Background: an optimization exercise with open tools, aiming at small area. Do not read the settings as production practice. The RTL was checked by simulation tests, not by an equivalence proof against the original design.

## run A
// ERM16_microprocessor
module ERM16_microprocessor (input logic init,clk,input logic [15:0] DI,output logic [15:0] ADDR_BUS,DO,output logic wrmem,ioe,intreq);
  logic we3, rst, hlt, wrpc, pcen, prefix, jump, ch, ret, wrflags, seladdr, spc_a, flagbit;
  logic [1:0] spc_b;
  logic [2:0] stwr;
  logic [4:0] func;
  logic [6:0]  q_ir;
  logic [8:0]  q_op;
  logic [15:0] RD1, RD2, a, b, imm, PC, A_ALU, B_ALU, y, WD3;
  logic bh;
  logic [2:0]  A1, A3;
  logic [5:0]  flags, flags_in;
  always_ff @(posedge clk) begin
    q_ir <= DI[15:9];
    q_op <= DI[8:0];
  end
  assign imm = {{10{q_op[5]}}, q_op[5:0]};
  assign A1  = ret ? 3'b111 : q_op[8:6];
  assign A3  = ch  ? 3'b111 : q_op[8:6];
  always_comb begin
    case (stwr)
      3'd1:    WD3 = imm;
      3'd2:    WD3 = b;
      3'd4:    WD3 = DI;
      default: WD3 = y;
    endcase
  end
  logic md_e, mul_e, sh_e;
  logic [15:0] boh, bin;
  logic b16e, bz;
  ...
Size: ~2800 cells after synthesis, about 310 flip-flops, about 53 I/O pins.
export LEC_CHECK = 0
export ABC_AREA = 1
export CAP_MARGIN = 20
export CORE_MARGIN = 2
export CORE_UTILIZATION = 40
export SLEW_MARGIN = 20
create_clock -name core_clock -period 30.0 [get_ports {clk}]
run.sh (not shown) runs the stock make flow with config.mk's settings and CLKGATE_MAP_FILE= SYNTH_SCRIPT=/design/flow/synth_recipe.tcl, a recipe that flattens the netlist after the stock synthesis.
Changes in run B relative to run A:
Settings: an added CTS_BUF_LIST of sky130_fd_sc_hd__clkbuf_16; an added CTS_CLUSTER_SIZE of 30; an added CTS_CLUSTER_DIAMETER of 100.
- Density: run B sparser than run A
- The register share of the cell area in run B was higher than what run A gave.
- From run A to run B the numbers moved as follows: area of all placed cells without fillers decreased by 3.1% relative to the old numbers; setup slack increased by 0.12 ns relative to the old numbers; final-layout clock buffer total decreased by 28 relative to the old numbers.
> inputs changed (run B -> run C)
Settings: a change of CTS_BUF_LIST from sky130_fd_sc_hd__clkbuf_16 to sky130_fd_sc_hd__clkbuf_8; a change of CTS_CLUSTER_DIAMETER from 100 to 60; a change of CTS_CLUSTER_SIZE from 30 to 16.
--- outcome ---
Looking at first-pass iteration count of the detailed router, run C sits 1 above run B. Max-slew violation total from the final report delta (run C -> run B): insignificant. Wire length of the first global-routing pass: run C > run B. The final reports for run C and run B show arrival time of data at the critical path endpoint higher in the former. Run C vs. run B: delay of the slowest critical-path stage held steady; summed instance area of the synthesized netlist held steady; routed wire length held steady; required time at the worst-slack endpoint grew by 0.11 ns.

* * *

Another version of the RTL of ERM16_microprocessor (not shown whole).
For scale: ~300 flip-flops.
==> flow/config.mk <==
export PLATFORM = sky130hd
export DESIGN_NAME = ERM16_microprocessor
export DESIGN_NICKNAME = ERM16_microprocessor
export VERILOG_FILES = /design/flow/design.v
export SDC_FILE = /design/flow/constraint.sdc
export NUM_CORES = 4
export LEC_CHECK = 0
export ABC_AREA = 1
export CAP_MARGIN = 5
export CORE_MARGIN = 2
export CORE_UTILIZATION = 40
export CTS_BUF_LIST = sky130_fd_sc_hd__clkbuf_8
export CTS_CLUSTER_DIAMETER = 60
export CTS_CLUSTER_SIZE = 16
export SLEW_MARGIN = 5
==> flow/constraint.sdc <==
create_clock -name core_clock -period 30.0 [get_ports {clk}]
set_input_delay 6.0000 -clock core_clock [delete_from_list [all_inputs] [get_ports {clk}]]
set_output_delay 6.0000 -clock core_clock [all_outputs]
set_load 0.01 [all_outputs]
standard.sh (not shown) runs the stock make flow with config.mk's settings and CLKGATE_MAP_FILE= SYNTH_SCRIPT=/design/flow/synth_recipe.tcl, a recipe that flattens the netlist after the stock synthesis.
==> flow/flow/run.sh <==
#!/bin/bash
# The standard layout (standard.sh, unchanged), with the input and output port buffers
# made from the smallest buffer cell instead of the flow's default. Every port still gets
# its own buffer. All of make's output goes to standard_flow.log in this folder.
set -euo pipefail
export BUFFER_PORTS_ARGS="-buffer_cell sky130_fd_sc_hd__buf_1"
bash standard.sh > standard_flow.log 2>&1
Edit:
==> flow/run.sh (new file) <==
#!/bin/bash
# synth_recipe.tcl (not shown) runs the flow's synth.tcl, then flattens the netlist and writes it again
# the make line also repeats each setting of config.mk as NAME=value (left out here)
make -C /OpenROAD-flow-scripts/flow DESIGN_CONFIG=/design/flow/config.mk WORK_HOME=/design/flow/orfs CLKGATE_MAP_FILE= SYNTH_SCRIPT=/design/flow/synth_recipe.tcl finish
Settings changed: CAP_MARGIN 5 to 20, SLEW_MARGIN 5 to 20.
removed: flow/flow/run.sh
removed: flow/standard.sh
Result:
- The changed run finished clean
- utilization goes up by 0.67 points
- clock-buffer cell count goes down by 2
- via count goes down by 0.42%
- register-to-register slack gains 0.73 ns
- global-route usage is about the same
- clock skew goes down by 0.0066 ns
- flip-flop and latch count does not change
Edit:
==> flow/flow/run.sh (new file) <==
#!/bin/bash
# The standard layout (standard.sh, unchanged), with the input and output port buffers
# made from the smallest buffer cell instead of the flow's default. Every port still gets
# its own buffer. All of make's output goes to standard_flow.log in this folder.
set -euo pipefail
export BUFFER_PORTS_ARGS="-buffer_cell sky130_fd_sc_hd__buf_1"
bash standard.sh > standard_flow.log 2>&1
==> flow/standard.sh (new file) <==
#!/bin/bash
# synth_recipe.tcl (not shown) runs the flow's synth.tcl, then flattens the netlist and writes it again
# the make line also repeats each setting of config.mk as NAME=value (left out here)
make -C /OpenROAD-flow-scripts/flow DESIGN_CONFIG=/design/flow/config.mk WORK_HOME=/design/flow/orfs CLKGATE_MAP_FILE= SYNTH_SCRIPT=/design/flow/synth_recipe.tcl "${@:-finish}"
removed: flow/run.sh
Effect: The changed run completed without violations; core utilization shrinks by 0.67 points; non-clock buffer count decreases by 3; clock skew hardly moves; die area is unchanged; maximum frequency is lower by 2.2%; sequential cell count does not change.

[afterwards: timing with drivers on the ports]
No port has a modelled driver above. Below, the same layouts with a new extraction and two added sets of constraints. Step 1: set_driving_cell puts a clkbuf_16 on clk and a buf_2 on each other input, an assumption about the parent block. Step 2, shift: input delay + t, output delay - t, t = (earliest + latest rising clock arrival at the registers) / 2. This alone moves slack from input paths to output paths. Slacks: no drivers / after step 1 / after step 2; pairs: no drivers / after step 1.
run | shift t [ns] | setup slack, ns | pins driven straight from the clock port
run A | 0.612 | 2.472 / 2.472 / 2.472 | 1
run B | 0.595 | 2.589 / 2.589 / 2.589 | 1
run C | 0.695 | 2.455 / 2.455 / 2.455 | 1
the first run of note 2 | 0.711 | 2.117 / 2.117 / 2.117 | 1
the second run of note 2 | 0.725 | 2.849 / 2.849 / 2.849 | 1
the third run of note 2 | 0.708 | 2.244 / 2.244 / 2.244 | 1
After both steps every run listed still meets setup and hold.
